Source: an optimization exercise on an open RTL-to-GDS flow (aim: small area, a short achievable clock period and few clock cycles per item). Production flows keep margins and buffers that such runs may drop. In this exercise RTL edits were held to simulation tests only and were not proved equivalent to the original.

## flow/design.v (module list and top-level ports; edited modules follow where they fit)
// module mult: 1139 lines
// module mult_fa: 4 lines
// module mult_ha: 4 lines
module mult(
	input clk, rst, start, in_is_signed,
	input [31:0] in_a, in_b,
	output mult_status,
	output [63:0] s);
  // ...
==> flow/flow/run.sh <==
#!/bin/bash
set -euo pipefail
export BUFFER_PORTS_ARGS="-buffer_cell sky130_fd_sc_hd__buf_2"
bash standard.sh > standard.log 2>&1
==> flow/standard.sh <==
#!/bin/bash
# synth_recipe.tcl (not shown) runs the flow's synth.tcl, then flattens the netlist and writes it again
# the make line also repeats each setting of config.mk as NAME=value (left out here)
make -C /OpenROAD-flow-scripts/flow DESIGN_CONFIG=/design/flow/config.mk WORK_HOME=/design/flow/orfs CLKGATE_MAP_FILE= SYNTH_SCRIPT=/design/flow/synth_recipe.tcl "${@:-finish}"
==> flow/config.mk <==
export PLATFORM = sky130hd
export DESIGN_NAME = mult
export DESIGN_NICKNAME = mult
export VERILOG_FILES = /design/flow/design.v
export SDC_FILE = /design/flow/constraint.sdc
export NUM_CORES = 4
export LEC_CHECK = 0
export ABC_AREA = 1
export CAP_MARGIN = 20
export CORE_MARGIN = 2
export CORE_UTILIZATION = 40
export SLEW_MARGIN = 20
export SYNTH_HIERARCHICAL = 1
==> flow/constraint.sdc <==
create_clock -name core_clock -period 50.0 [get_ports {clk}]
set_input_delay 10.0000 -clock core_clock [delete_from_list [all_inputs] [get_ports {clk}]]
set_output_delay 10.0000 -clock core_clock [all_outputs]
set_load 0.01 [all_outputs]
==> summary.txt, run 1 <==
largest register by flop count=acc; vias per cell=approximately 5.8; first-pass GRT wire length=92000 µm; hold path endpoint=neg[0]; Warnings, synthesis=7; share of the synthesized area in the top cell type=27.5%; Slowest-stage cell, CP=edfxtp_1; dpl cell area=around 19000 µm²; WL final=roughly 60000 µm; met2 WL=~26000 µm; Synth Net Count=roughly 2500; # setup viols final=0; RSZ-0062 raised after global routing=false; gpl congestion=between 0.8 and 0.9; Synth Cell Area=18300 µm²; setup_tns=0 ns; Tmin final=16.48 ns; largest family of logic cells by synthesized area=adder cells; reg2reg setup slack=~44 ns; Fin. Hold Viols=0; period utilisation layout=between 30% and 40%; Final Cell Area=approximately 20000 µm²; Rows=78; met1 global-route usage=around 34%; status=timing/DRC/antenna clean; Clk Latency, worst-skew pair=between 0.4 and 0.5 ns; Clock Path Buffers=2; Rel. slew slack=39.1%; CTS tree=built; vias in the first global route=~16000; filler cell count=roughly 4500; Hold Crit Depth=2; M1 WL=~24000 µm; Post-synth EDFFs=between 100 and 150; PortBufs=around 130; prevailing post-synth register cell=edfxtp_1; die area=~48000 µm²; CP delay by family, top=adder cells
Testbench counts, summed over its fixed seeds: cycles 4,019, items 3,200.
==> inputs of run 2 (changes only) <==
--- a/flow/design.v
+++ b/flow/design.v
@@ -883,17 +883,82 @@
 	assign hs519 = ~acc[45];
 	assign hc520 = acc[45];
 	assign hs521 = ~acc[46];
 	assign hc522 = acc[46];
 	assign hs523 = ~acc[47];
 	assign hc524 = acc[47];
 	wire [63:0] rx = {hc522, hc520, hc518, hc516, hc514, hc512, hc510, hc508, hc506, hc504, hc502, hc500, hc498, hc496, hc494, fc492, fc490, fc488, fc486, fc484, fc482, fc480, fc478, fc476, fc474, fc472, fc470, fc468, fc466, fc464, fc462, fc460, fc458, fc456, fc454, fc452, fc450, fc448, fc446, fc444, fc442, fc440, fc438, fc436, fc434, fc432, fc430, fc428, fc426, fc424, fc422, fc420, fc418, fc416, fc414, fc412, fc410, fc408, fc406, hc404, hc402, hs401, pp0[1], neg[0]};
 	wire [63:0] ry = {hs523, hs521, hs519, hs517, hs515, hs513, hs511, hs509, hs507, hs505, hs503, hs501, hs499, hs497, hs495, hs493, fs491, fs489, fs487, fs485, fs483, fs481, fs479, fs477, fs475, fs473, fs471, fs469, fs467, fs465, fs463, fs461, fs459, fs457, fs455, fs453, fs451, fs449, fs447, fs445, fs443, fs441, fs439, fs437, fs435, fs433, fs431, fs429, fs427, fs425, fs423, fs421, fs419, fs417, fs415, fs413, fs411, fs409, fs407, fs405, hs403, pp1[0], 1'b0, pp0[0]};
-	wire [63:0] g0 = rx & ry, p0 = rx ^ ry;
+	wire [63:0] g0, p0;
+	mult_ha u_pg0 (.a(rx[0]), .b(ry[0]), .s(p0[0]), .co(g0[0]));
+	assign p0[1] = rx[1];
+	assign g0[1] = 1'b0;
+	mult_ha u_pg2 (.a(rx[2]), .b(ry[2]), .s(p0[2]), .co(g0[2]));
+	mult_ha u_pg3 (.a(rx[3]), .b(ry[3]), .s(p0[3]), .co(g0[3]));
+	mult_ha u_pg4 (.a(rx[4]), .b(ry[4]), .s(p0[4]), .co(g0[4]));
+	mult_ha u_pg5 (.a(rx[5]), .b(ry[5]), .s(p0[5]), .co(g0[5]));
+	mult_ha u_pg6 (.a(rx[6]), .b(ry[6]), .s(p0[6]), .co(g0[6]));
+	mult_ha u_pg7 (.a(rx[7]), .b(ry[7]), .s(p0[7]), .co(g0[7]));
+	mult_ha u_pg8 (.a(rx[8]), .b(ry[8]), .s(p0[8]), .co(g0[8]));
+	mult_ha u_pg9 (.a(rx[9]), .b(ry[9]), .s(p0[9]), .co(g0[9]));
+	mult_ha u_pg10 (.a(rx[10]), .b(ry[10]), .s(p0[10]), .co(g0[10]));
+	mult_ha u_pg11 (.a(rx[11]), .b(ry[11]), .s(p0[11]), .co(g0[11]));
+	mult_ha u_pg12 (.a(rx[12]), .b(ry[12]), .s(p0[12]), .co(g0[12]));
+	mult_ha u_pg13 (.a(rx[13]), .b(ry[13]), .s(p0[13]), .co(g0[13]));
+	mult_ha u_pg14 (.a(rx[14]), .b(ry[14]), .s(p0[14]), .co(g0[14]));
+	mult_ha u_pg15 (.a(rx[15]), .b(ry[15]), .s(p0[15]), .co(g0[15]));
+	mult_ha u_pg16 (.a(rx[16]), .b(ry[16]), .s(p0[16]), .co(g0[16]));
+	mult_ha u_pg17 (.a(rx[17]), .b(ry[17]), .s(p0[17]), .co(g0[17]));
+	mult_ha u_pg18 (.a(rx[18]), .b(ry[18]), .s(p0[18]), .co(g0[18]));
+	mult_ha u_pg19 (.a(rx[19]), .b(ry[19]), .s(p0[19]), .co(g0[19]));
+	mult_ha u_pg20 (.a(rx[20]), .b(ry[20]), .s(p0[20]), .co(g0[20]));
+	mult_ha u_pg21 (.a(rx[21]), .b(ry[21]), .s(p0[21]), .co(g0[21]));
+	mult_ha u_pg22 (.a(rx[22]), .b(ry[22]), .s(p0[22]), .co(g0[22]));
+	mult_ha u_pg23 (.a(rx[23]), .b(ry[23]), .s(p0[23]), .co(g0[23]));
+	mult_ha u_pg24 (.a(rx[24]), .b(ry[24]), .s(p0[24]), .co(g0[24]));
+	mult_ha u_pg25 (.a(rx[25]), .b(ry[25]), .s(p0[25]), .co(g0[25]));
+	mult_ha u_pg26 (.a(rx[26]), .b(ry[26]), .s(p0[26]), .co(g0[26]));
+	mult_ha u_pg27 (.a(rx[27]), .b(ry[27]), .s(p0[27]), .co(g0[27]));
+	mult_ha u_pg28 (.a(rx[28]), .b(ry[28]), .s(p0[28]), .co(g0[28]));
+	mult_ha u_pg29 (.a(rx[29]), .b(ry[29]), .s(p0[29]), .co(g0[29]));
+	mult_ha u_pg30 (.a(rx[30]), .b(ry[30]), .s(p0[30]), .co(g0[30]));
+	mult_ha u_pg31 (.a(rx[31]), .b(ry[31]), .s(p0[31]), .co(g0[31]));
+	mult_ha u_pg32 (.a(rx[32]), .b(ry[32]), .s(p0[32]), .co(g0[32]));
+	mult_ha u_pg33 (.a(rx[33]), .b(ry[33]), .s(p0[33]), .co(g0[33]));
+	mult_ha u_pg34 (.a(rx[34]), .b(ry[34]), .s(p0[34]), .co(g0[34]));
+	mult_ha u_pg35 (.a(rx[35]), .b(ry[35]), .s(p0[35]), .co(g0[35]));
+	mult_ha u_pg36 (.a(rx[36]), .b(ry[36]), .s(p0[36]), .co(g0[36]));
+	mult_ha u_pg37 (.a(rx[37]), .b(ry[37]), .s(p0[37]), .co(g0[37]));
+	mult_ha u_pg38 (.a(rx[38]), .b(ry[38]), .s(p0[38]), .co(g0[38]));
+	mult_ha u_pg39 (.a(rx[39]), .b(ry[39]), .s(p0[39]), .co(g0[39]));
+	mult_ha u_pg40 (.a(rx[40]), .b(ry[40]), .s(p0[40]), .co(g0[40]));
+	mult_ha u_pg41 (.a(rx[41]), .b(ry[41]), .s(p0[41]), .co(g0[41]));
+	mult_ha u_pg42 (.a(rx[42]), .b(ry[42]), .s(p0[42]), .co(g0[42]));
+	mult_ha u_pg43 (.a(rx[43]), .b(ry[43]), .s(p0[43]), .co(g0[43]));
+	mult_ha u_pg44 (.a(rx[44]), .b(ry[44]), .s(p0[44]), .co(g0[44]));
+	mult_ha u_pg45 (.a(rx[45]), .b(ry[45]), .s(p0[45]), .co(g0[45]));
+	mult_ha u_pg46 (.a(rx[46]), .b(ry[46]), .s(p0[46]), .co(g0[46]));
+	mult_ha u_pg47 (.a(rx[47]), .b(ry[47]), .s(p0[47]), .co(g0[47]));
+	mult_ha u_pg48 (.a(rx[48]), .b(ry[48]), .s(p0[48]), .co(g0[48]));
+	mult_ha u_pg49 (.a(rx[49]), .b(ry[49]), .s(p0[49]), .co(g0[49]));
+	mult_ha u_pg50 (.a(rx[50]), .b(ry[50]), .s(p0[50]), .co(g0[50]));
+	mult_ha u_pg51 (.a(rx[51]), .b(ry[51]), .s(p0[51]), .co(g0[51]));
+	mult_ha u_pg52 (.a(rx[52]), .b(ry[52]), .s(p0[52]), .co(g0[52]));
+	mult_ha u_pg53 (.a(rx[53]), .b(ry[53]), .s(p0[53]), .co(g0[53]));
+	mult_ha u_pg54 (.a(rx[54]), .b(ry[54]), .s(p0[54]), .co(g0[54]));
+	mult_ha u_pg55 (.a(rx[55]), .b(ry[55]), .s(p0[55]), .co(g0[55]));
+	mult_ha u_pg56 (.a(rx[56]), .b(ry[56]), .s(p0[56]), .co(g0[56]));
+	mult_ha u_pg57 (.a(rx[57]), .b(ry[57]), .s(p0[57]), .co(g0[57]));
+	mult_ha u_pg58 (.a(rx[58]), .b(ry[58]), .s(p0[58]), .co(g0[58]));
+	mult_ha u_pg59 (.a(rx[59]), .b(ry[59]), .s(p0[59]), .co(g0[59]));
+	mult_ha u_pg60 (.a(rx[60]), .b(ry[60]), .s(p0[60]), .co(g0[60]));
+	mult_ha u_pg61 (.a(rx[61]), .b(ry[61]), .s(p0[61]), .co(g0[61]));
+	mult_ha u_pg62 (.a(rx[62]), .b(ry[62]), .s(p0[62]), .co(g0[62]));
+	mult_ha u_pg63 (.a(rx[63]), .b(ry[63]), .s(p0[63]), .co(g0[63]));
 	wire gu1_1 = g0[1] | (p0[1] & g0[0]);
 	wire pu1_1 = p0[1] & p0[0];
 	wire gu1_3 = g0[3] | (p0[3] & g0[2]);
 	wire pu1_3 = p0[3] & p0[2];
 	wire gu1_5 = g0[5] | (p0[5] & g0[4]);
 	wire pu1_5 = p0[5] & p0[4];
 	wire gu1_7 = g0[7] | (p0[7] & g0[6]);
 	wire pu1_7 = p0[7] & p0[6];
==> flow/flow/run.sh (replaced) <==
#!/bin/bash
set -euo pipefail
export BUFFER_PORTS_ARGS="-buffer_cell sky130_fd_sc_hd__buf_1"
bash standard.sh > standard.log 2>&1
--- a/flow/config.mk
+++ b/flow/config.mk
@@ -4,10 +4,11 @@
 export VERILOG_FILES = /design/flow/design.v
 export SDC_FILE = /design/flow/constraint.sdc
 export NUM_CORES = 4
 export LEC_CHECK = 0
 export ABC_AREA = 1
 export CAP_MARGIN = 20
 export CORE_MARGIN = 2
 export CORE_UTILIZATION = 40
+export CTS_BUF_LIST = sky130_fd_sc_hd__clkbuf_8
 export SLEW_MARGIN = 20
 export SYNTH_HIERARCHICAL = 1
==> summary.txt, run 2 <==
CTS tree=built; PortBufs=132 (unchanged); Tot GR Track Use=approximately a quarter; Inst Count DP=approximately 2700; crit end category=primary output; hpwl dp=approximately 43000 µm; Post-Place Worst Slack=34.10 ns; clk_skew=approximately 0.021 ns; largest net degree at the start of global routing=just under 90; first-pass GRT wire length=92300 µm (+0.26%); worst hold slack=approximately 0.58 ns; CTS sink count=around 120; vias per cell=5.86 (+0.28%); Clock Path Buffers=2 (unchanged); Clock Pin Slew Worst Setup and Hold Paths=roughly 0.080 ns; # setup viols final=0 (unchanged); die span in x=218 µm; Post-DRT Antenna Nets=0; Clk Latency, worst-skew pair=0.45 ns (about the same); setup_tns=0 ns (unchanged); RSZ-0062 raised after global routing=false; CP startpoint kind=flip-flop; Synth area leader=fa_1; initial antenna violation count=1; Synth Cell Area=18300 µm² (about the same); initial core utilization=a little over 40%; Max-cap violations=0; Post-synth EDFFs=105 (unchanged); top post-synthesis cells by area=fa_1 (24%), edfxtp_1 (17%), xor2_1 (13%), o22ai_1 (8.7%), ha_1 (7.9%); prevailing post-synth register cell=edfxtp_1; Mean Syn Cell Area=8.73 µm²; worst slew pin tran=between 0.9 and 1 ns; Antenna Cells=0; commonest cells in the netlist=nand2_1 (367), xor2_1 (262), o22ai_1 (256), fa_1 (221), clkbuf_1 (160); drt pass-1 iters=6; Final nets=about 2500; CP required=~40 ns; Post-Syn Instances=about 2100; Final Max Tran Viols=0; die area=47500 µm² (about the same); Warnings, synthesis=7 (unchanged); CTS Buf Count=17; share of the synthesized area in the top cell type=24.1% (-3.4 points); Fin. Hold Viols=0 (unchanged); most frequent cell after synthesis=nand2_1; worst min path class=reg -> reg; Wirelength per Cell=22.2 µm; Util after Layout=42.9%; max FFs per register=48; Distinct cells, synth=just over 40; largest register by flop count=acc; Iter 0 DRT Violations=about 1800; CTS Root Cell=clkbuf_8; Synth Register Bits=122; status=timing/DRC/antenna clean; Data arrival, critical path=6.48 ns; Layout area overhead=6.04%; period utilisation layout=33.0% (about the same); # resized after CTS=0; Post-CTS Hold Buffers=0; post-CTS setup repair buffer count=0; GRT Residual Overflow=0; # H-tree levels=4; Fmax achieved=between 0.06 and 0.07 GHz; fin cells=around 2700; Largest regs=acc (48), n_b (33), wlo (16); vias in the first global route=15900 (-0.12%); drt drc=0; PnR worst setup slack=33.52 ns; Crit Path Max Fanout=19; most frequent cells in the layout=nand2_1 (367), xor2_1 (262), o22ai_1 (256); share of layout cells above drive strength 1=between 5 and 6%; register area share after synthesis=between 10% and 20%; Rel. slew slack=36.0% (-3.1 points); Crit Path Category=reg -> out; Tmin final=16.48 ns (+0.00450 ns); gpl congestion=0.887 (-1.3%); Synth Net Count=2503 (+1.5%); Die Ht=218 µm; io pins=~130; Rows=78 (unchanged); commonest non-fill, non-tap cell in the layout=nand2_1; asr flop ratio synth=0%; Vias=15800; WL final=59600 µm (about the same); Core Box Area=around 45000 µm²
[run 2: metal layers]
metal  up-vias  track usage (%)  part of all wire [%]
met5         -                0                     0
li1       7015                -                     -
met4         0             9.84                   3.5
met1      7676             34.8                    42
met3       147             5.38                    10
met2       933             39.3                    45
[run 2: worst paths after layout]
path            start  endpoint  slack [ns]  cells past startpoint
max          one_b[7]     s[63]       33.52                     26
min            wlo[3]    neg[1]        0.58                      2
max reg2reg  one_b[7]   acc[31]       43.71                     25
min reg2reg    wlo[3]    neg[1]        0.58                      2
[run 2: cell type report]
class / count / area [µm²]
Fill cell: 4534 / 25900
Multi-Input combinational cell: 1643 / 13500
Sequential cell: 122 / 3490
Tap cell: 600 / 751
Timing Repair Buffer: 160 / 746
Inverter: 133 / 502
Clock buffer: 17 / 234
Clock inverter: 15 / 176
[run 2: critical path, stage by stage, from the launching register on]
cell and delay [ns]:
edfxtp_1 0.93, buf_4 0.40, o22ai_1 0.14, xor2_1 0.28
fa_1 0.48, fa_1 0.41, fa_1 0.54, fa_1 0.42
ha_1 0.33, a21oi_1 0.21, nand2_1 0.13, nand2_1 0.08
nand2_1 0.09, a21oi_1 0.17, nand2_2 0.18, nand2_1 0.10
nand2_1 0.11, nand2_1 0.08, nand2_1 0.10, nand2_1 0.08
nand2_1 0.07, nand2_1 0.06, nand2_1 0.05, ha_1 0.17
nor2_1 0.12, xnor2_1 0.13, buf_1 0.16
[run 2: Yosys stat by module, one instance, submodules excluded]
module / times used / cells / cell area [µm²]
mult: 1 / 1798 / 12900
mult_fa: 221 / 1 / 20.0
mult_ha: 80 / 1 / 12.5
[run 2: kinds of logic (layout without fill, tap and decap cells)]
family	count (synthesis)	in the layout	synth area share, %
AOI/OAI and AO/OA	374	374	12.5
and+or+nand+nor	638	638	15.2
adders and majority gates	336	336	32.0
buffers and inverters	334	325	7.21
DFF	122	122	19.1
xor gates and xnor gates	295	295	14.1
[run 2: metrics by stage]
step	cell area, µm²
after floorplan	18300
after global placement	19000
after detailed placement	19000
after CTS	19400
after global routing	19400
final	19400
Testbench counts of run 2, summed over its fixed seeds: cycles 4,019, items 3,200.
==> inputs of run 3 (changes only) <==
==> flow/flow/run.sh (replaced) <==
#!/bin/bash
set -euo pipefail
export BUFFER_PORTS_ARGS="-buffer_cell sky130_fd_sc_hd__buf_2"
bash standard.sh > standard.log 2>&1
--- a/flow/config.mk
+++ b/flow/config.mk
@@ -10,5 +10,5 @@
 export CORE_MARGIN = 2
 export CORE_UTILIZATION = 40
 export CTS_BUF_LIST = sky130_fd_sc_hd__clkbuf_8
-export SLEW_MARGIN = 20
+export SLEW_MARGIN = 50
 export SYNTH_HIERARCHICAL = 1
==> summary.txt, run 3 <==
largest register by flop count=acc; Synth Register Bits=122 (unchanged); Slowest-stage cell, CP=edfxtp_1; Layout area overhead=8.12%; PortBufs=132 (unchanged); # resized after CTS=0 (unchanged); Die Ht=218 µm (unchanged); max FFs per register=48 (unchanged); Max-cap violations=0 (unchanged); Clock Pin Slew Worst Setup and Hold Paths=0.08 ns (about the same); Synth area leader=fa_1; CTS Buf Count=17 (unchanged); Clk Latency, worst-skew pair=0.44 ns (about the same); setup_tns=0 ns (unchanged); Rows=78 (unchanged); Data arrival, critical path=6.09 ns (-0.39 ns); share of layout cells above drive strength 1=13.3% (+7.4 points); die span in x=218 µm (unchanged); drt pass-1 iters=6 (unchanged); period utilisation layout=32.2% (-0.79 points); vias in the first global route=16000 (+1.1%); Synth Cell Area=18300 µm² (unchanged); CP startpoint kind=flip-flop; cell mode on critical path=nand2_1; worst min path class=reg -> reg; io pins=133 (unchanged); Final Max Tran Viols=0 (unchanged); Vias=15900 (+0.53%); Post-Syn Instances=2099 (unchanged); Inst Count DP=2672 (+0.53%); Post-synth EDFFs=105 (unchanged); crit end category=primary output; share of the synthesized area in the top cell type=24.1% (unchanged); Warnings, synthesis=7 (unchanged); Post-CTS Hold Buffers=0 (unchanged); Distinct cells, synth=41 (unchanged); fin cells=2718 (+1.0%); GRT Residual Overflow=0 (unchanged); Crit Path Max Fanout=13 (-6); Post-DRT Antenna Nets=0 (unchanged); clk_skew=0.0174 ns (-0.00392 ns); initial antenna violation count=0 (-1); Worst path max stage delay=0.65 ns (-0.28 ns); register area share after synthesis=19.1% (unchanged); WL final=60100 µm (+0.77%); Wirelength per Cell=22.1 µm (-0.27%); CP required=40.00 ns (about the same); post-CTS setup repair buffer count=0 (unchanged); worst slew pin tran=0.750 ns (-0.210 ns); drt drc=0 (unchanged); gpl congestion=0.881 (-0.64%); Iter 0 DRT Violations=1775 (-1.3%); Rel. slew slack=50.0% (+14 points); vias per cell=5.83 (-0.50%); CTS tree=built; Synth Net Count=2503 (unchanged); status=timing/DRC/antenna clean; commonest non-fill, non-tap cell in the layout=nand2_1; Fin. Hold Viols=0 (unchanged); initial core utilization=40.5% (unchanged); # H-tree levels=4 (unchanged); Fmax achieved=0.0622 GHz (+2.5%); Tot GR Track Use=25.7% (+0.27 points); CTS Root Cell=clkbuf_8; Mean Syn Cell Area=8.73 µm² (unchanged); die area=47500 µm² (unchanged); Tmin final=16.09 ns (-0.395 ns); commonest cells in the netlist=nand2_1 (367), xor2_1 (262), o22ai_1 (256), fa_1 (221), clkbuf_1 (160); Util after Layout=43.7% (+0.84 points); first-pass GRT wire length=93300 µm (+1.1%); Largest regs=acc (48), n_b (33), wlo (16); most frequent cells in the layout=nand2_1 (367), xor2_1 (262), o22ai_1 (256); hpwl dp=43700 µm (+1.3%); Clock Path Buffers=2 (unchanged); Final nets=2508 (+1.1%); # setup viols final=0 (unchanged); most frequent cell after synthesis=nand2_1; Core Box Area=45300 µm² (unchanged); CTS sink count=122 (unchanged); asr flop ratio synth=0% (unchanged); RSZ-0062 raised after global routing=false; top post-synthesis cells by area=fa_1 (24%), edfxtp_1 (17%), xor2_1 (13%), o22ai_1 (8.7%), ha_1 (7.9%); Crit Path Category=reg -> out; prevailing post-synth register cell=edfxtp_1; largest net degree at the start of global routing=88 (unchanged)
[run 3: cell counts after synthesis]
No cell type changed its count.
[run 3: final timing paths]
| check | from | slack, ns | to | cells after the start |
|---|---|---|---|---|
| setup / recovery | two_b[0] | 33.91 | s[63] | 28 |
| hold / removal | wlo[9] | 0.57 | neg[4] | 2 |
| setup reg to reg | two_b[0] | 44.03 | acc[31] | 25 |
| hold reg to reg | wlo[9] | 0.57 | neg[4] | 2 |
[run 3: cells by family after synthesis]
kind of cell	synth area share [%]
fa+ha+maj	32.0
buf+inv	7.21
flops	19.1
xor+xnor	14.1
simple gates	15.2
compound gates	12.5
[run 3: per-module statistics from Yosys, one instance, submodules excluded]
module   flip-flops and latches  cell area (µm²)  times used  cells inside
mult                        122            12900           1          1798
mult_fa                       0             20.0         221             1
mult_ha                       0             12.5          80             1
[run 3: final cells by class]
| type | instances | area [µm²] |
|---|---|---|
| Tap cell | 600 | 751 |
| Inverter | 133 | 502 |
| Fill cell | 4483 | 25500 |
| Clock buffer | 17 | 234 |
| Clock inverter | 15 | 126 |
| Antenna cell | 1 | 2.50 |
| Timing Repair Buffer | 187 | 1170 |
| Sequential cell | 122 | 3490 |
| Multi-Input combinational cell | 1643 | 13500 |
[run 3: per-stage QoR]
step                worst slack [ns]  cell area, µm²  hold slack [ns]
floorplan                      35.02           18300            0.532
global placement               33.93           19100            0.557
detailed placement             34.36           19300            0.556
CTS                            33.86           19700            0.576
global route                   33.47           19800            0.604
finish                         33.91           19800            0.572
[run 3: layer usage]
metal | GRT usage, % | vias to the layer above | part of all wire (%)
li1 | - | 7067 | -
met1 | 34.8 | 7735 | 42
met2 | 40.3 | 920 | 45
met3 | 5.09 | 133 | 9.7
met4 | 9.80 | 0 | 3.3
met5 | 0 | - | 0
[run 3: worst max-delay path, delay by kind of cell (launching register included)]
| family | cells | cell delay, ns |
|---|---|---|
| compound gates | 2 | 0.28 |
| simple gates | 16 | 1.59 |
| xor+xnor | 2 | 0.34 |
| fa+ha+maj | 6 | 2.36 |
| flops | 1 | 0.65 |
| buf+inv | 2 | 0.41 |
==> inputs of run 4 (changes only) <==
--- a/flow/config.mk
+++ b/flow/config.mk
@@ -10,5 +10,5 @@
 export CORE_MARGIN = 2
 export CORE_UTILIZATION = 40
 export CTS_BUF_LIST = sky130_fd_sc_hd__clkbuf_8
-export SLEW_MARGIN = 50
+export SLEW_MARGIN = 65
 export SYNTH_HIERARCHICAL = 1
==> summary.txt, run 4 <==
Post-Syn Instances=2099 (unchanged); # setup viols final=0 (unchanged); CTS sink count=122 (unchanged); PortBufs=132 (unchanged); worst path buffer plus inverter count=4 (+2); initial core utilization=40.5% (unchanged); filler cell count=4457 (-0.58%); post-synthesis mux area share=0% (unchanged); prevailing post-synth register cell=edfxtp_1; io pins=133 (unchanged); commonest cells in the netlist=nand2_1 (367), xor2_1 (262), o22ai_1 (256), fa_1 (221), clkbuf_1 (160); CP required=40.00 ns (about the same); top post-synthesis cells by area=fa_1 (24%), edfxtp_1 (17%), xor2_1 (13%), o22ai_1 (8.7%), ha_1 (7.9%); register area share after synthesis=19.1% (unchanged); Crit Path Category=reg -> out; crit end category=primary output; Multi-input gate area=13600 µm² (+0.14%); Clock Path Buffers=2 (unchanged); Clk Latency, worst-skew pair=0.45 ns (about the same); Compound-Gate Fraction of Synth Area=12.5% (unchanged); Fmax achieved=0.0616 GHz (-0.91%); drt drc=0 (unchanged); Data arrival, critical path=6.24 ns (+0.15 ns); GRT Residual Overflow=0 (unchanged); most frequent cells in the layout=nand2_1 (367), xor2_1 (262), o22ai_1 (256); CP delay by family, top=adder cells; CTS tree=built; Antenna Cells=0 (-1); Post-CTS Hold Buffers=0 (unchanged); Tot GR Track Use=25.9% (+0.27 points); gpl congestion=0.881 (unchanged); post-CTS setup repair buffer count=0 (unchanged); Vias=16300 (+2.7%); Max-cap violations=0 (unchanged); Die Ht=218 µm (unchanged); CTS Buf Count=17 (unchanged); period utilisation layout=32.5% (+0.30 points); largest register by flop count=acc; Post-Place Worst Slack=34.29 ns (-0.0737 ns); Synth area leader=fa_1; Synth Register Bits=122 (unchanged); most frequent cell after synthesis=nand2_1; status=timing/DRC/antenna clean; sequential cell area=3490 µm² (unchanged); cell mode on critical path=nand2_1; hpwl dp=46000 µm (+5.3%); Rel. slew slack=64.7% (+15 points); Slowest-stage cell, CP=edfxtp_1; drt pass-1 iters=6 (unchanged); Rows=78 (unchanged); asr flop ratio synth=0% (unchanged); largest family of logic cells by synthesized area=adder cells; Post-synth EDFFs=105 (unchanged); Worst path max stage delay=0.54 ns (-0.11 ns); Synth Net Count=2503 (unchanged); commonest non-fill, non-tap cell in the layout=nand2_1; Core Box Area=45300 µm² (unchanged); Fin. Hold Viols=0 (unchanged); share of the synthesized area in the top cell type=24.1% (unchanged); setup_tns=0 ns (unchanged); Final nets=2558 (+2.0%); worst slew pin tran=0.530 ns (-0.220 ns); CP startpoint kind=flip-flop; # resized after CTS=0 (unchanged); Mean Syn Cell Area=8.73 µm² (unchanged); # H-tree levels=4 (unchanged); WL final=61000 µm (+1.5%); Wirelength per Cell=22.0 µm (-0.27%); simple-gate share of the synthesized area=15.2% (unchanged); vias in the first global route=16400 (+2.2%); initial antenna violation count=0 (unchanged); Distinct cells, synth=41 (unchanged); Util after Layout=44.8% (+1.1 points); CTS Root Cell=clkbuf_8; die span in x=218 µm (unchanged); Tmin final=16.24 ns (+0.148 ns); Iter 0 DRT Violations=1868 (+5.2%); vias per cell=5.88 (+0.84%); clk_skew=0.0141 ns (-0.00328 ns); Final Max Tran Viols=0 (unchanged); RSZ-0062 raised after global routing=false; largest net degree at the start of global routing=88 (unchanged); Synth Cell Area=18300 µm² (unchanged); Largest regs=acc (48), n_b (33), wlo (16); adder-cell share of the synthesized area=32.0% (unchanged); Crit Path Max Fanout=9 (-4); Clock Pin Slew Worst Setup and Hold Paths=0.08 ns (about the same); worst min path class=reg -> reg; max FFs per register=48 (unchanged); die area=47500 µm² (unchanged); xor and xnor area share after synthesis=14.1% (unchanged); Layout area overhead=10.8%; PnR worst setup slack=33.76 ns (-0.148 ns); Warnings, synthesis=7 (unchanged); Post-DRT Antenna Nets=0 (unchanged); share of layout cells above drive strength 1=15.5% (+2.2 points); first-pass GRT wire length=94400 µm (+1.2%)
-- run 4: metal layers --
metal,share of wire [%],track usage [%],vias up,wire (µm)
met5,0,0,-,0
met4,4.8,12.5,0,2920
met3,10,5.44,183,6300
met2,44,39.8,993,27000
met1,41,34.8,7936,24800
li1,-,-,7165,-
-- run 4: final timing paths --
kind | from | to | slack [ns] | depth (start not counted)
setup / recovery | two_b[0] | s[47] | 33.76 | 25
hold / removal | wlo[3] | neg[1] | 0.57 | 2
setup reg to reg | two_b[0] | acc[31] | 43.91 | 26
hold reg to reg | wlo[3] | neg[1] | 0.57 | 2
-- run 4: worst min-delay path: cells and delay by family (launching register included) --
family           cells  cell delay (ns)
DFF                  1             0.31
and+or+nand+nor      2             0.16
-- run 4: kinds of logic (layout without fill, tap and decap cells) --
logic type	Yosys count	in the layout
compound gates	374	374
xor+xnor	295	295
fa+ha+maj	336	336
buf+inv	334	402
flops	122	122
simple gates	638	638
-- run 4: stage by stage --
step	area (µm²)	hold slack, ns	cells
final	20300	0.573	2767
after floorplan	18300	0.532	2099
after detailed placement	19800	0.556	2732
after CTS	20200	0.574	2764
after global routing	20300	0.598	2767
after global placement	19100	0.557	2657
-- run 4: layout make-up --
cell class / instances / share of cell area [%]
timing repair buffer: 237 / 7.94
sequential: 122 / 17.2
clock buffer: 19 / 1.29
tap: 600 / 3.70
inverter: 133 / 2.48
clock inverter: 13 / 0.629
multi-input combinational: 1643 / 66.7
-- run 4: Yosys stat by module (local to each module, per instance) --
module / cell area (µm²) / times used / cells
mult: 12900 / 1 / 1798
mult_ha: 12.5 / 80 / 1
mult_fa: 20.0 / 221 / 1
==> inputs of run 5 (changes only) <==
--- a/flow/config.mk
+++ b/flow/config.mk
@@ -10,5 +10,5 @@
 export CORE_MARGIN = 2
 export CORE_UTILIZATION = 40
 export CTS_BUF_LIST = sky130_fd_sc_hd__clkbuf_8
-export SLEW_MARGIN = 65
+export SLEW_MARGIN = 20
 export SYNTH_HIERARCHICAL = 1
==> summary.txt, run 5 <==
status=timing/DRC/antenna clean; Wirelength per Cell=22.6 µm (+2.7%); prevailing post-synth register cell=edfxtp_1; share of the synthesized area in the top cell type=24.1% (unchanged); initial antenna violation count=0 (unchanged); register area share after synthesis=19.1% (unchanged); CTS Buf Count=17 (unchanged); die span in x=218 µm (unchanged); Max-cap violations=0 (unchanged); period utilisation layout=32.6% (+0.079 points); first-pass GRT wire length=93800 µm (-0.61%); Post-synth EDFFs=105 (unchanged); # resized after CTS=0 (unchanged); CP required=40.00 ns (about the same); most frequent cell after synthesis=nand2_1; share of layout cells above drive strength 1=12.1% (-3.4 points); worst min path class=reg -> reg; PnR worst setup slack=33.72 ns (-0.0395 ns); Fmax achieved=0.0614 GHz (-0.24%); Layout area overhead=7.00%; hpwl dp=43100 µm (-6.3%); Synth Net Count=2503 (unchanged); Largest regs=acc (48), n_b (33), wlo (16); max FFs per register=48 (unchanged); CTS Root Cell=clkbuf_8; Antenna Cells=0 (unchanged); crit end category=primary output; Final Max Tran Viols=0 (unchanged); largest register by flop count=acc; Synth Register Bits=122 (unchanged); Clock Path Buffers=2 (unchanged); CTS sink count=122 (unchanged); Post-CTS Hold Buffers=0 (unchanged); top post-synthesis cells by area=fa_1 (24%), edfxtp_1 (17%), xor2_1 (13%), o22ai_1 (8.7%), ha_1 (7.9%); Post-Syn Instances=2099 (unchanged); Post-Place Worst Slack=34.24 ns (-0.0418 ns); # setup viols final=0 (unchanged); Tot GR Track Use=25.8% (-0.14 points); reg2reg setup slack=43.86 ns (-0.05 ns); hold_sp=wlo[9]; Vias=16000 (-1.5%); Clk Latency, worst-skew pair=0.46 ns (about the same); Inst Count DP=2659 (-2.7%); largest net degree at the start of global routing=88 (unchanged); # H-tree levels=4 (unchanged); Die Ht=218 µm (unchanged); fin cells=2691 (-2.7%); Rel. slew slack=34.7% (-30 points); vias in the first global route=16100 (-1.9%); Tmin final=16.28 ns (+0.0395 ns); Final nets=2482 (-3.0%); post-CTS setup repair buffer count=0 (unchanged); PortBufs=132 (unchanged); asr flop ratio synth=0% (unchanged); Fin. Hold Viols=0 (unchanged); worst slew pin tran=0.980 ns (+0.450 ns); Crit. Startpoint=one_b[0]; drt drc=0 (unchanged); Synth area leader=fa_1; WL final=60900 µm (-0.10%); initial core utilization=40.5% (unchanged); Synth Cell Area=18300 µm² (unchanged); Core Box Area=45300 µm² (unchanged); Post-DRT Antenna Nets=0 (unchanged); vias per cell=5.96 (+1.3%); RSZ-0062 raised after global routing=false; worst r2r src=one_b[0]; Iter 0 DRT Violations=1799 (-3.7%); die area=47500 µm² (unchanged); setup_tns=0 ns (unchanged); CTS tree=built; Mean Syn Cell Area=8.73 µm² (unchanged); Clock Pin Slew Worst Setup and Hold Paths=0.08 ns (about the same); Data arrival, critical path=6.28 ns (+0.04 ns); commonest non-fill, non-tap cell in the layout=nand2_1; GRT Residual Overflow=0 (unchanged); Crit Path Category=reg -> out; commonest cells in the netlist=nand2_1 (367), xor2_1 (262), o22ai_1 (256), fa_1 (221), clkbuf_1 (160); io pins=133 (unchanged); Warnings, synthesis=7 (unchanged); drt pass-1 iters=7 (+1); clk_skew=0.0165 ns (+0.00239 ns); Rows=78 (unchanged); gpl congestion=0.881 (unchanged); most frequent cells in the layout=nand2_1 (367), xor2_1 (262), o22ai_1 (256); Crit Path Max Fanout=22 (+13); CP startpoint kind=flip-flop; Distinct cells, synth=41 (unchanged)
-- run 5: changes by cell type in the layout (fill, tap and decap cells not counted), sizes merged --
cell	before	now
clkbuf	21	20
buf	235	161
bufinv	2	3
inv	138	137
clkinv	2	1
-- run 5: path summary, 6_finish.rpt --
check             cells after the start      end
setup / recovery                     24    s[47]
hold / removal                        2   neg[4]
setup reg to reg                     25  acc[31]
hold reg to reg                       2   neg[4]
-- run 5: worst max-delay path: stages (launching register included) --
cell and delay (ns):
edfxtp_1 0.81, buf_16 0.24, o22ai_1 0.11, xor2_1 0.21, fa_1 0.49, fa_1 0.45
fa_1 0.53, fa_1 0.43, ha_1 0.34, nand2_1 0.08, nor2_1 0.15, inv_1 0.06
nor2_1 0.10, nand2_1 0.06, nand2_1 0.30, nand2_1 0.11, nand2_2 0.20, a21oi_1 0.10
o21bai_1 0.21, nand3_1 0.10, nand2_1 0.08, ha_1 0.13, nor2_1 0.05, xnor2_1 0.25
buf_2 0.19
-- run 5: metrics by stage --
stage                     hold WS (ns)  area, µm²  utilization, %
after global routing             0.605      19600            43.3
after detailed placement         0.557      19200            42.4
after global placement           0.557      19100            42.3
after CTS                        0.573      19600            43.3
after floorplan                  0.532      18300               -
final                            0.574      19600            43.3
-- run 5: per-layer routing --
layer | part of all wire (%) | vias up | track usage (%)
met3 | 10 | 189 | 5.84
met1 | 41 | 7858 | 34.5
met5 | 0 | - | 0
met2 | 45 | 967 | 40.6
met4 | 4.0 | 0 | 9.80
li1 | - | 7014 | -
-- run 5: modules after synthesis, one instance, submodules excluded --
module / times used / flip-flops and latches
mult: 1 / 122
mult_fa: 221 / 0
mult_ha: 80 / 0
-- run 5: logic make-up after synthesis --
| group | after synthesis | share of synthesized area (%) |
|---|---|---|
| XOR/XNOR | 295 | 14.1 |
| AND/OR/NAND/NOR | 638 | 15.2 |
| adder cells (fa/ha/maj) | 336 | 32.0 |
| AO/OA/AOI/OAI | 374 | 12.5 |
| flip-flops | 122 | 19.1 |
| buffers and inverters | 334 | 7.21 |
-- run 5: final cells by class --
class	instances	area [µm²]
Inverter	133	502
Sequential cell	122	3490
Timing Repair Buffer	161	918
Tap cell	600	751
Clock buffer	20	275
Multi-Input combinational cell	1643	13500
Clock inverter	12	139
Fill cell	4483	25700
==> inputs of run 6 (changes only) <==
--- a/flow/config.mk
+++ b/flow/config.mk
@@ -8,7 +8,7 @@
 export ABC_AREA = 1
 export CAP_MARGIN = 20
 export CORE_MARGIN = 2
-export CORE_UTILIZATION = 40
+export CORE_UTILIZATION = 55
 export CTS_BUF_LIST = sky130_fd_sc_hd__clkbuf_8
-export SLEW_MARGIN = 20
+export SLEW_MARGIN = 40
 export SYNTH_HIERARCHICAL = 1
==> summary.txt, run 6 <==
max FFs per register=48 (unchanged); largest register by flop count=acc; Post-Place Worst Slack=34.18 ns (-0.0651 ns); Post-synth EDFFs=105 (unchanged); Mean Syn Cell Area=8.73 µm² (unchanged); dpl cell area=19000 µm² (-1.1%); cell mode on critical path=nand2_1; CP required=40.00 ns (about the same); xor and xnor area share after synthesis=14.1% (unchanged); Synth Cell Area=18300 µm² (unchanged); Post-Syn Instances=2099 (unchanged); largest net degree at the start of global routing=87 (-1.1%); die span in x=187 µm (-14%); Distinct cells, synth=41 (unchanged); worst slew pin tran=0.930 ns (-0.0497 ns); most frequent cells in the layout=nand2_1 (367), xor2_1 (262), o22ai_1 (256); met2 usage=54.4% (+14 points); Max-cap violations=0 (unchanged); Clock Pin Slew Worst Setup and Hold Paths=0.08 ns (about the same); Layout area overhead=5.89%; initial core utilization=56.0% (+16 points); CTS Root Cell=clkbuf_8; Warnings, synthesis=7 (unchanged); simple-gate share of the synthesized area=15.2% (unchanged); RSZ-0062 raised after global routing=false; PortBufs=132 (unchanged); met3 GRT Util=6.36% (+0.51 points); Final nets=2485 (+0.12%); asr flop ratio synth=0% (unchanged); Synth Net Count=2503 (unchanged); crit end category=primary output; fin cells=2538 (-5.7%); most frequent cell after synthesis=nand2_1; vias per cell=6.23 (+4.5%); die area=34800 µm² (-27%); Data arrival, critical path=6.37 ns (+0.09 ns); CTS tree=built; met1 global-route usage=49.5% (+15 points); commonest non-fill, non-tap cell in the layout=nand2_1; Synth area leader=fa_1; adder-cell share of the synthesized area=32.0% (unchanged); Final Max Tran Viols=0 (unchanged); hpwl dp=42400 µm (-1.6%); post-CTS setup repair buffer count=0 (unchanged); vias in the first global route=15800 (-1.8%); drt pass-1 iters=5 (-2); drt drc=0 (unchanged); worst hold slack=0.592 ns (+0.0184 ns); GRT Residual Overflow=0 (unchanged); # H-tree levels=4 (unchanged); # resized after CTS=0 (unchanged); status=timing/DRC/antenna clean; Fmax achieved=0.0611 GHz (-0.58%); register area share after synthesis=19.1% (unchanged); Clk Latency, worst-skew pair=0.46 ns (about the same); CP startpoint kind=flip-flop; CTS sink count=122 (unchanged); period utilisation layout=32.7% (+0.19 points); Die Ht=187 µm (-14%); largest family of logic cells by synthesized area=adder cells; GRT busiest layer=met2; Iter 0 DRT Violations=1763 (-2.0%); Tmin final=16.37 ns (+0.0942 ns); Final Cell Area=19400 µm² (-1.0%); Fin. Hold Viols=0 (unchanged); Wirelength per Cell=23.8 µm (+5.2%); first-pass GRT wire length=94000 µm (+0.21%); initial antenna violation count=4 (+4); PnR worst setup slack=33.63 ns (-0.0942 ns); share of layout cells above drive strength 1=12.4% (+0.36 points); Core Box Area=32700 µm² (-28%); Worst path max stage delay=0.75 ns (-0.06 ns); Post-DRT Antenna Nets=0 (unchanged); Clock Path Buffers=2 (unchanged); Rel. slew slack=38.0% (+3.3 points); Largest regs=acc (48), n_b (33), wlo (16); io pins=133 (unchanged); Synth Register Bits=122 (unchanged); post-synthesis mux area share=0% (unchanged); Vias=15800 (-1.4%); Rows=66 (-15%); Crit Path Max Fanout=20 (-9.1%); Inst Count DP=2502 (-5.9%); # setup viols final=0 (unchanged); prevailing post-synth register cell=edfxtp_1; gpl congestion=0.930 (+5.5%); WL final=60500 µm (-0.74%); setup_tns=0 ns (unchanged); clk_skew=0.0152 ns (-0.00127 ns); Tot GR Track Use=35.3% (+9.5 points); top post-synthesis cells by area=fa_1 (24%), edfxtp_1 (17%), xor2_1 (13%), o22ai_1 (8.7%), ha_1 (7.9%); Post-CTS Hold Buffers=0 (unchanged); commonest cells in the netlist=nand2_1 (367), xor2_1 (262), o22ai_1 (256), fa_1 (221), clkbuf_1 (160); share of the synthesized area in the top cell type=24.1% (unchanged); Crit Path Category=reg -> out; CTS Buf Count=17 (unchanged); Slowest-stage cell, CP=edfxtp_1; Compound-Gate Fraction of Synth Area=12.5% (unchanged); worst min path class=reg -> reg
==> run 6: area by class of cell <==
cell class	instances	area [µm²]
diodes	2	5.00
clock buffers	17	234
clock inverters	15	165
fillers	3049	13300
inverters	133	502
multi-input cells	1643	13500
flip-flops and latches	122	3490
well taps	442	553
repair buffers	164	923
==> run 6: cells by family (layout without fill, tap and decap cells) <==
family / Yosys count / in the layout
buffers and inverters: 334 / 329
AO/OA/AOI/OAI: 374 / 374
XOR/XNOR: 295 / 295
flip-flops: 122 / 122
other: 0 / 2
adder cells (fa/ha/maj): 336 / 336
AND/OR/NAND/NOR: 638 / 638
==> run 6: metrics by stage <==
| step | util [%] |
|---|---|
| after floorplan | - |
| after global placement | 58.0 |
| after detailed placement | 58.0 |
| after CTS | 59.2 |
| after global routing | 59.3 |
| final | 59.3 |
==> run 6: worst paths after layout <==
check | cells after the start | slack, ns | start | endpoint
max reg2reg | 25 | 43.60 | one_b[0] | acc[31]
max | 28 | 33.63 | one_b[0] | s[63]
min | 2 | 0.59 | wlo[3] | neg[1]
min reg2reg | 2 | 0.59 | wlo[3] | neg[1]
==> run 6: modules after synthesis (local to each module, per instance) <==
module,cell area (µm²),cells
mult,12900,1798
mult_fa,20.0,1
mult_ha,12.5,1
==> run 6: critical path: cells and delay by family, from the launching register on <==
kind	cells	cell delay [ns]
XOR/XNOR	2	0.32
AO/OA/AOI/OAI	2	0.36
buffers and inverters	2	0.54
adder cells (fa/ha/maj)	6	2.48
flip-flops	1	0.75
AND/OR/NAND/NOR	16	1.45
==> run 6: per-layer routing <==
metal,vias up,part of all wire [%]
met5,-,0.046
met2,921,45
met4,4,3.9
li1,7036,-
met1,7677,41
met3,165,9.4
==> inputs of run 7 (changes only) <==
--- a/flow/config.mk
+++ b/flow/config.mk
@@ -5,10 +5,10 @@
 export SDC_FILE = /design/flow/constraint.sdc
 export NUM_CORES = 4
 export LEC_CHECK = 0
-export ABC_AREA = 1
+export ABC_AREA = 0
 export CAP_MARGIN = 20
 export CORE_MARGIN = 2
-export CORE_UTILIZATION = 55
+export CORE_UTILIZATION = 40
 export CTS_BUF_LIST = sky130_fd_sc_hd__clkbuf_8
 export SLEW_MARGIN = 40
 export SYNTH_HIERARCHICAL = 1
==> summary.txt, run 7 <==
Post-CTS Hold Buffers=0 (unchanged); Core Box Area=43300 µm² (+32%); CTS sink count=122 (unchanged); Crit Path Category=reg -> out; period utilisation layout=34.4% (+1.7 points); CTS Buf Count=17 (unchanged); RR Endpoint=acc[47]; Synth Net Count=2136 (-15%); status=timing/DRC/antenna clean; worst min path class=reg -> reg; Post-synth EDFFs=105 (unchanged); hold path endpoint=neg[0]; clk_skew=0.0178 ns (+0.00262 ns); Wirelength per Cell=25.3 µm (+6.0%); Max-cap violations=0 (unchanged); adder-cell share of the synthesized area=33.3% (+1.3 points); most frequent cell after synthesis=o22ai_1; Warnings, synthesis=7 (unchanged); worst slew pin tran=0.914 ns (-0.0161 ns); Clock Path Buffers=2 (unchanged); register area share after synthesis=19.8% (+0.75 points); drt drc=0 (unchanged); Rel. slew slack=39.1% (+1.1 points); post-CTS setup repair buffer count=0 (unchanged); commonest cells in the netlist=o22ai_1 (262), xor2_1 (261), fa_1 (221), clkbuf_1 (148), ha_1 (115); # resized after CTS=0 (unchanged); vias in the first global route=14900 (-5.4%); Clk Latency, worst-skew pair=0.46 ns (about the same); Synth area leader=fa_1; Vias=14500 (-8.3%); Iter 0 DRT Violations=1576 (-11%); initial antenna violation count=2 (-2); largest register by flop count=acc; # H-tree levels=4 (unchanged); post-synthesis mux area share=3.85% (+3.8 points); Crit. Startpoint=n_b[11]; FF-to-FF path depth=20 (-20%); RSZ-0062 raised after global routing=false; Layout area overhead=8.06%; Inst Count DP=2295 (-8.3%); top post-synthesis cells by area=fa_1 (25%), edfxtp_1 (18%), xor2_1 (13%), o22ai_1 (9.3%), ha_1 (8.2%); hold_sp=wlo[1]; largest net degree at the start of global routing=73 (-16%); Tot GR Track Use=25.8% (-9.5 points); gpl congestion=0.955 (+2.8%); Fin. Hold Viols=0 (unchanged); prevailing post-synth register cell=edfxtp_1; share of layout cells above drive strength 1=13.8% (+1.4 points); commonest non-fill, non-tap cell in the layout=o22ai_1; Tmin final=17.22 ns (+0.845 ns); WL final=58900 µm (-2.7%); crit end category=primary output; Compound-Gate Fraction of Synth Area=16.7% (+4.3 points); PortBufs=132 (unchanged); fin cells=2330 (-8.2%); asr flop ratio synth=0% (unchanged); first-pass GRT wire length=90400 µm (-3.7%); initial core utilization=40.7% (-15 points); CP startpoint kind=flip-flop; Crit Path Max Fanout=16 (-20%); Synth Register Bits=122 (unchanged); CTS tree=built; most frequent cells in the layout=o22ai_1 (262), xor2_1 (261), fa_1 (221); Post-DRT Antenna Nets=0 (unchanged); Distinct cells, synth=59 (+44%); Synth Cell Area=17600 µm² (-3.8%); Clock Pin Slew Worst Setup and Hold Paths=0.09 ns (about the same); hpwl dp=42100 µm (-0.73%); setup_tns=0 ns (unchanged); die area=45800 µm² (+32%); max FFs per register=48 (unchanged); drt pass-1 iters=5 (unchanged); Post-Syn Instances=1732 (-17%); CP required=40.00 ns (about the same); Final nets=2134 (-14%); Final Max Tran Viols=0 (unchanged); Data arrival, critical path=7.22 ns (+0.85 ns); vias per cell=6.22 (-0.16%); Mean Syn Cell Area=10.2 µm² (+17%); share of the synthesized area in the top cell type=25.1% (+0.95 points); # setup viols final=0 (unchanged); worst r2r src=one_b[2]; Fmax achieved=0.0581 GHz (-4.9%); io pins=133 (unchanged); Hold Crit Depth=1 (-1); simple-gate share of the synthesized area=5.46% (-9.7 points); largest family of logic cells by synthesized area=adder cells; Rows=76 (+15%); die span in x=214 µm (+15%); xor and xnor area share after synthesis=15.4% (+1.3 points); Die Ht=214 µm (+15%); GRT Residual Overflow=0 (unchanged); Largest regs=acc (48), n_b (33), wlo (16); reg2reg setup slack=43.28 ns (-0.32 ns); CTS Root Cell=clkbuf_8
[run 7: changes by cell type after synthesis, moves of 20 or more]
| cell | before | now |
|---|---|---|
| mux2i_1 | 0 | 43 |
| nand2_1 | 367 | 65 |
| nand4_1 | 43 | 15 |
| a21oi_1 | 58 | 38 |
| nor2_1 | 100 | 62 |
| inv_1 | 122 | 55 |
| nand3_1 | 71 | 9 |
| mux2_2 | 0 | 22 |
[run 7: routing by layer]
layer	wire (µm)	GRT usage [%]
met3	6150	4.81
met2	26400	39.7
met4	2770	12.5
met5	0	0
met1	23500	35.0
[run 7: stage by stage]
stage                     hold WS (ns)  cell area [µm²]  util (%)  worst slack, ns
final                            0.644            19000      44.0            32.78
after global routing             0.670            19000      44.0            32.49
after CTS                        0.643            19000      43.9            32.76
after detailed placement         0.624            18600      43.0            33.32
after global placement           0.617            18500      42.8            33.01
after floorplan                  0.522            17600         -            34.34
[run 7: logic make-up after synthesis]
family / Yosys count
compound gates: 449
xor+xnor: 310
fa+ha+maj: 336
buf+inv: 245
flops: 122
mux: 65
simple gates: 205
[run 7: layout make-up]
type	instances	area, µm²
diodes	2	5.00
clock buffers	17	234
inverters	55	206
flip-flops and latches	122	3490
fillers	4112	24200
repair buffers	169	983
well taps	585	732
clock inverters	15	189
multi-input cells	1365	13200
[run 7: worst max-delay path, stage by stage, from the launching register on]
cell      delay [ns]
edfxtp_1        0.93
o22ai_1         0.23
xor2_1          0.20
fa_1            0.46
fa_1            0.45
fa_1            0.53
fa_1            0.45
ha_1            0.37
and4_1          0.25
o211ai_1        0.10
o21bai_1        0.27
a21oi_1         0.51
o21bai_1        0.19
o21ai_0         0.51
a21boi_0        0.32
o311ai_0        0.42
ha_1            0.22
nor2_1          0.05
xnor2_1         0.12
buf_2           0.16
[run 7: how the worst max path moves through the flow]
stage / slack (ns) / end
after floorplan: 34.34 / s[55]
after global placement: 33.01 / s[55]
after detailed placement: 33.32 / s[55]
after CTS: 32.76 / s[55]
after global routing: 32.49 / s[55]
final: 32.78 / s[55]
[run 7: Yosys stat by module, one instance, submodules excluded]
module	copies in the design	area [µm²]	cells inside	flops+latches
mult_fa	221	20.0	1	0
mult_ha	80	12.5	1	0
mult	1	12200	1431	122
==> inputs of run 8 (changes only) <==
--- a/flow/config.mk
+++ b/flow/config.mk
@@ -5,7 +5,7 @@
 export SDC_FILE = /design/flow/constraint.sdc
 export NUM_CORES = 4
 export LEC_CHECK = 0
-export ABC_AREA = 0
+export ABC_AREA = 1
 export CAP_MARGIN = 20
 export CORE_MARGIN = 2
 export CORE_UTILIZATION = 40
==> summary.txt, run 8 <==
RR Endpoint=acc[31]; Distinct cells, synth=41 (-31%); Worst path max stage delay=0.94 ns (about the same); Die Ht=218 µm (+1.9%); Final Cell Area=19500 µm² (+2.6%); Post-synth EDFFs=105 (unchanged); WL final=60200 µm (+2.3%); Clk Latency, worst-skew pair=0.46 ns (about the same); Rows=78 (+2.6%); CP startpoint kind=flip-flop; reg2reg setup slack=43.94 ns (+0.66 ns); worst r2r src=one_b[0]; commonest non-fill, non-tap cell in the layout=nand2_1; clk_skew=0.0218 ns (+0.00393 ns); Mean Syn Cell Area=8.73 µm² (-14%); share of layout cells above drive strength 1=12.3% (-1.5 points); drt pass-1 iters=7 (+2); prevailing post-synth register cell=edfxtp_1; worst slew pin tran=0.910 ns (-0.00397 ns); Antenna Cells=0 (-2); Clock Pin Slew Worst Setup and Hold Paths=0.08 ns (about the same); hold_sp=wlo[3]; Rel. slew slack=39.3% (+0.26 points); Post-CTS Hold Buffers=0 (unchanged); Clock Path Buffers=2 (unchanged); period utilisation layout=32.5% (-2.0 points); Fin. Hold Viols=0 (unchanged); largest net degree at the start of global routing=88 (+21%); worst path buffer plus inverter count=2 (+1); Synth Net Count=2503 (+17%); Hold Crit Depth=2 (+1); # setup viols final=0 (unchanged); crit end category=primary output; Iter 0 DRT Violations=1918 (+22%); Crit Path Category=reg -> out; PnR worst setup slack=33.77 ns (+0.989 ns); Synth Register Bits=122 (unchanged); RSZ-0062 raised after global routing=false; Fmax achieved=0.0616 GHz (+6.1%); Warnings, synthesis=7 (unchanged); Data arrival, critical path=6.23 ns (-0.99 ns); Vias=15900 (+9.9%); share of the synthesized area in the top cell type=24.1% (-0.95 points); first-pass GRT wire length=93000 µm (+2.8%); dpl cell area=19200 µm² (+3.2%); most frequent cells in the layout=nand2_1 (367), xor2_1 (262), o22ai_1 (256); Post-Place Worst Slack=34.33 ns (+1.01 ns); Max-cap violations=0 (unchanged); CTS sink count=122 (unchanged); Tot GR Track Use=25.6% (-0.19 points); Wirelength per Cell=22.3 µm (-12%); worst hold slack=0.574 ns (-0.0701 ns); hold path endpoint=neg[1]; Post-DRT Antenna Nets=0 (unchanged); Post-Syn Instances=2099 (+21%); Largest regs=acc (48), n_b (33), wlo (16); most frequent cell after synthesis=nand2_1; vias per cell=5.91 (-5.0%); cell mode on critical path=nand2_1; # H-tree levels=4 (unchanged); # resized after CTS=0 (unchanged); top post-synthesis cells by area=fa_1 (24%), edfxtp_1 (17%), xor2_1 (13%), o22ai_1 (8.7%), ha_1 (7.9%); CTS Buf Count=17 (unchanged); register area share after synthesis=19.1% (-0.75 points); initial core utilization=40.5% (-0.28 points); die span in x=218 µm (+1.9%); worst-path cell chain=buf_4 > o22ai_1 > xor2_1 > fa_1 > fa_1 > fa_1 > fa_1 > ha_1 > a21oi_1 > o21ai_0 > nand2_1 > nand3_1 > a21oi_1 > nand2_1 > nand2_1 > nand2_1 > nand2_1 > nand2_1 > nand2_1 > nand2_1 > ha_1 > nor2_1 > xnor2_1 > buf_2; CP required=40.00 ns (about the same); Tmin final=16.23 ns (-0.989 ns); Layout area overhead=6.70%; PortBufs=132 (unchanged); die area=47500 µm² (+3.9%); vias in the first global route=16000 (+6.9%); initial antenna violation count=0 (-2); setup_tns=0 ns (unchanged); Final Max Tran Viols=0 (unchanged); gpl congestion=0.881 (-7.8%); GRT Residual Overflow=0 (unchanged); Synth Cell Area=18300 µm² (+3.9%); CTS tree=built; Final nets=2486 (+16%); largest register by flop count=acc; max FFs per register=48 (unchanged); Crit Path Max Fanout=19 (+3); post-CTS setup repair buffer count=0 (unchanged); Synth area leader=fa_1; drt drc=0 (unchanged); CTS Root Cell=clkbuf_8; io pins=133 (unchanged); commonest cells in the netlist=nand2_1 (367), xor2_1 (262), o22ai_1 (256), fa_1 (221), clkbuf_1 (160); asr flop ratio synth=0% (unchanged); CP delay by family, top=adder cells; worst min path class=reg -> reg; hpwl dp=43000 µm (+2.1%); FF-to-FF path depth=25 (+25%); Core Box Area=45300 µm² (+4.7%); Slowest-stage cell, CP=edfxtp_1; status=timing/DRC/antenna clean
## run 8: cell types whose count changed after synthesis, sizes merged, moves of 19 or more
cell / change
o31ai: -19
mux2: -22
nor2: +41
mux2i: -43
nand4: +28
nand2: +323
or2: +21
nand3: +65
a21oi: +19
inv: +77
## run 8: worst max-delay path by stage
stage / startpoint / to / slack, ns / cells after the start
3_3_place_gp: one_b[0] / s[63] / 33.93 / 27
3_5_place_dp: n_b[14] / s[63] / 34.33 / 27
2_1_floorplan: neg[0] / s[63] / 35.02 / 27
6_report: two_b[7] / s[63] / 33.77 / 24
4_1_cts: n_b[14] / s[63] / 33.81 / 27
5_1_grt: n_b[15] / s[63] / 33.46 / 25
## run 8: kinds of logic (layout without fill, tap and decap cells)
family / Yosys count / after routing / synth area share, %
buf+inv: 334 / 330 / 7.21
compound gates: 374 / 374 / 12.5
flops: 122 / 122 / 19.1
simple gates: 638 / 638 / 15.2
fa+ha+maj: 336 / 336 / 32.0
xor+xnor: 295 / 295 / 14.1
## run 8: layout make-up
type                            count  area, µm²
Fill cell                        4519      25700
Multi-Input combinational cell   1643      13500
Sequential cell                   122       3490
Timing Repair Buffer              165        942
Tap cell                          600        751
Inverter                          133        502
Clock buffer                       18        248
Clock inverter                     14       87.6
## run 8: per-layer routing
layer  share of wire (%)  routed length (µm)  global-route usage (%)
met1                  41               24800                    35.0
met2                  46               27500                    40.4
met3                 9.9                5980                    4.69
met4                 3.3                2000                    9.41
met5                   0                   0                       0
## run 8: metrics by stage
| stage | cells | utilization (%) |
|---|---|---|
| finish | 2695 | 43.2 |
| global route | 2695 | 43.2 |
| CTS | 2693 | 43.1 |
| detailed placement | 2661 | 42.4 |
| global placement | 2657 | 42.3 |
| floorplan | 2099 | - |
## run 8: modules after synthesis, one instance, submodules excluded
| module | cells inside | flops+latches |
|---|---|---|
| mult | 1798 | 122 |
| mult_fa | 1 | 0 |
| mult_ha | 1 | 0 |
## run 8: worst min-delay path, delay by kind of cell, from the launching register on
kind          cells  cell delay [ns]
flops             1             0.31
simple gates      2             0.16
==> inputs of run 9 (changes only) <==
==> flow/flow/run.sh (replaced) <==
#!/bin/bash
set -euo pipefail
export BUFFER_PORTS_ARGS="-buffer_cell sky130_fd_sc_hd__buf_2"
export PRE_RESIZE_TCL="$PWD/flow/fanout.tcl"
bash standard.sh > standard.log 2>&1
==> flow/flow/fanout.tcl (new file) <==
set_max_fanout 12 [current_design]
==> summary.txt, run 9 <==
status=timing/DRC/antenna clean; clk_skew=0.0116 ns (-0.0102 ns); Synth Register Bits=122 (unchanged); largest net degree at the start of global routing=17 (-81%); # setup viols final=0 (unchanged); Rel. slew slack=39.6% (+0.27 points); Fin. Hold Viols=0 (unchanged); M1 WL=25300 µm (+2.1%); CTS Buf Count=17 (unchanged); Final nets=2646 (+6.4%); vias per cell=5.98 (+1.3%); Mean Syn Cell Area=8.73 µm² (unchanged); metal3 WL=8680 µm (+45%); Die Ht=218 µm (unchanged); initial core utilization=40.5% (unchanged); Clock Pin Slew Worst Setup and Hold Paths=0.08 ns (about the same); Distinct cells, synth=41 (unchanged); Crit Path Category=reg -> out; Core Box Area=45300 µm² (unchanged); Post-synth EDFFs=105 (unchanged); setup_tns=0 ns (unchanged); asr flop ratio synth=0% (unchanged); most frequent cell after synthesis=nand2_1; drt pass-1 iters=6 (-1); Clk Latency, worst-skew pair=0.45 ns (about the same); initial antenna violation count=0 (unchanged); prevailing post-synth register cell=edfxtp_1; CP startpoint kind=flip-flop; Layout area overhead=15.5%; dpl cell area=20800 µm² (+8.4%); Final Cell Area=21200 µm² (+8.2%); Warnings, synthesis=7 (unchanged); Worst path max stage delay=1.16 ns (+0.22 ns); Data arrival, critical path=8.73 ns (+2.50 ns); gpl congestion=0.881 (unchanged); # H-tree levels=4 (unchanged); CP delay by family, top=buffers and inverters; first-pass GRT wire length=102000 µm (+9.8%); top post-synthesis cells by area=fa_1 (24%), edfxtp_1 (17%), xor2_1 (13%), o22ai_1 (8.7%), ha_1 (7.9%); worst slew pin tran=0.903 ns (-0.00692 ns); Top Metal Used=met4; Rows=78 (unchanged); Crit Path Max Fanout=12 (-7); Tot GR Track Use=28.5% (+3.0 points); worst path buffer plus inverter count=5 (+3); Post-CTS Hold Buffers=0 (unchanged); Clock Path Buffers=2 (unchanged); PortBufs=132 (unchanged); period utilisation layout=37.5% (+5.0 points); WL final=67200 µm (+12%); Iter 0 DRT Violations=2296 (+20%); share of layout cells above drive strength 1=11.4% (-0.96 points); post-CTS setup repair buffer count=0 (unchanged); # resized after CTS=0 (unchanged); Post-DRT Antenna Nets=0 (unchanged); CP required=40.00 ns (about the same); die span in x=218 µm (unchanged); hpwl dp=54600 µm (+27%); die area=47500 µm² (unchanged); commonest cells in the netlist=nand2_1 (367), xor2_1 (262), o22ai_1 (256), fa_1 (221), clkbuf_1 (160); RSZ-0062 raised after global routing=false; cell mode on critical path=nand2_1; Largest regs=acc (48), n_b (33), wlo (16)
-- run 9: cell counts after synthesis --
Identical to the previous run, type by type.
-- run 9: logic make-up (layout without fill, tap and decap cells) --
kind of cell,count (synthesis),count (layout),synth area share [%]
flops,122,122,19.1
fa+ha+maj,336,336,32.0
simple gates,638,638,15.2
compound gates,374,374,12.5
other cells,0,2,0
buf+inv,334,490,7.21
xor+xnor,295,295,14.1
-- run 9: cell type report --
cell class	instances	area, µm²
diodes	2	5.00
clock buffers	17	234
clock inverters	15	148
fillers	4369	24100
inverters	133	502
multi-input cells	1643	13500
flip-flops and latches	122	3490
well taps	600	751
repair buffers	325	2500
-- run 9: final timing paths --
path	start	endpoint	slack (ns)	cells past startpoint
setup / recovery	neg[0]	s[63]	31.27	28
hold / removal	wlo[9]	neg[4]	0.57	2
setup reg to reg	neg[0]	acc[31]	41.47	25
hold reg to reg	wlo[9]	neg[4]	0.57	2
-- run 9: routing by layer --
| metal | vias up | track usage [%] |
|---|---|---|
| met1 | 8253 | 36.4 |
| met2 | 1226 | 43.7 |
| met4 | 0 | 15.0 |
| met3 | 251 | 8.35 |
| li1 | 7363 | - |
| met5 | - | 0 |
-- run 9: worst register-to-register path, cell delays in order, from the launching register on --
cell and delay (ns):
edfxtp_1 0.34, buf_4 0.14, clkdlybuf4s50_1 1.01, clkdlybuf4s50_1 1.16, clkdlybuf4s50_1 1.10, xor2_1 0.26
fa_1 0.48, fa_1 0.46, fa_1 0.54, fa_1 0.42, ha_1 0.34, a21oi_1 0.21
nand2_1 0.12, nand2_1 0.07, nand2_1 0.09, a31o_2 0.27, nand2_1 0.06, nand3_1 0.09
nand3_1 0.08, nand2_1 0.06, ha_1 0.17, nor2_1 0.11, or2_2 0.13, a21oi_1 0.13
nor2_1 0.31, nand2_1 0.13
-- run 9: Yosys stat by module (local to each module, per instance) --
module,cells inside,copies in the design
mult,1798,1
mult_fa,1,221
mult_ha,1,80
-- run 9: through the flow --
stage	std cells	hold WS (ns)	worst slack (ns)
floorplan	2099	0.532	35.02
global placement	2657	0.557	33.93
detailed placement	2823	0.556	31.82
CTS	2855	0.575	31.32
global route	2855	0.608	30.84
finish	2857	0.573	31.27

-- static timing again, ports no longer ideal --
How much do the figures lean on ideal ports? The routed layouts below were timed once more, with nothing changed but the port constraints.
Step 1, drivers: a clkbuf_16 drives clk and a buf_2 each remaining input, both assumed.
Step 2 adds t to the input delays and takes it off the output delays; t is the mean of the earliest and latest rising clock arrival at the registers after step 1. Input paths then give back, and output paths get back, about the clock's delay inside the block.
Slacks: no drivers / after step 1 / after step 2; pairs: no drivers / after step 1.
run | t, ns | setup slack, ns | worst data-port slew with drivers (ns)
run 1 | 0.484 | 33.520 / 33.472 / 33.957 | 0.04
run 2 | 0.482 | 33.516 / 33.473 / 33.955 | 0.04
run 3 | 0.480 | 33.911 / 33.866 / 34.346 | 0.03
run 4 | 0.483 | 33.763 / 33.718 / 34.201 | 0.04
run 5 | 0.495 | 33.723 / 33.678 / 34.173 | 0.04
run 6 | 0.494 | 33.629 / 33.585 / 34.079 | 0.03
run 7 | 0.492 | 32.784 / 32.740 / 33.232 | 0.05
run 8 | 0.490 | 33.773 / 33.727 / 34.217 | 0.03
run 9 | 0.488 | 31.267 / 31.221 / 31.709 | 0.04
After both steps setup and hold are still met in every run listed.
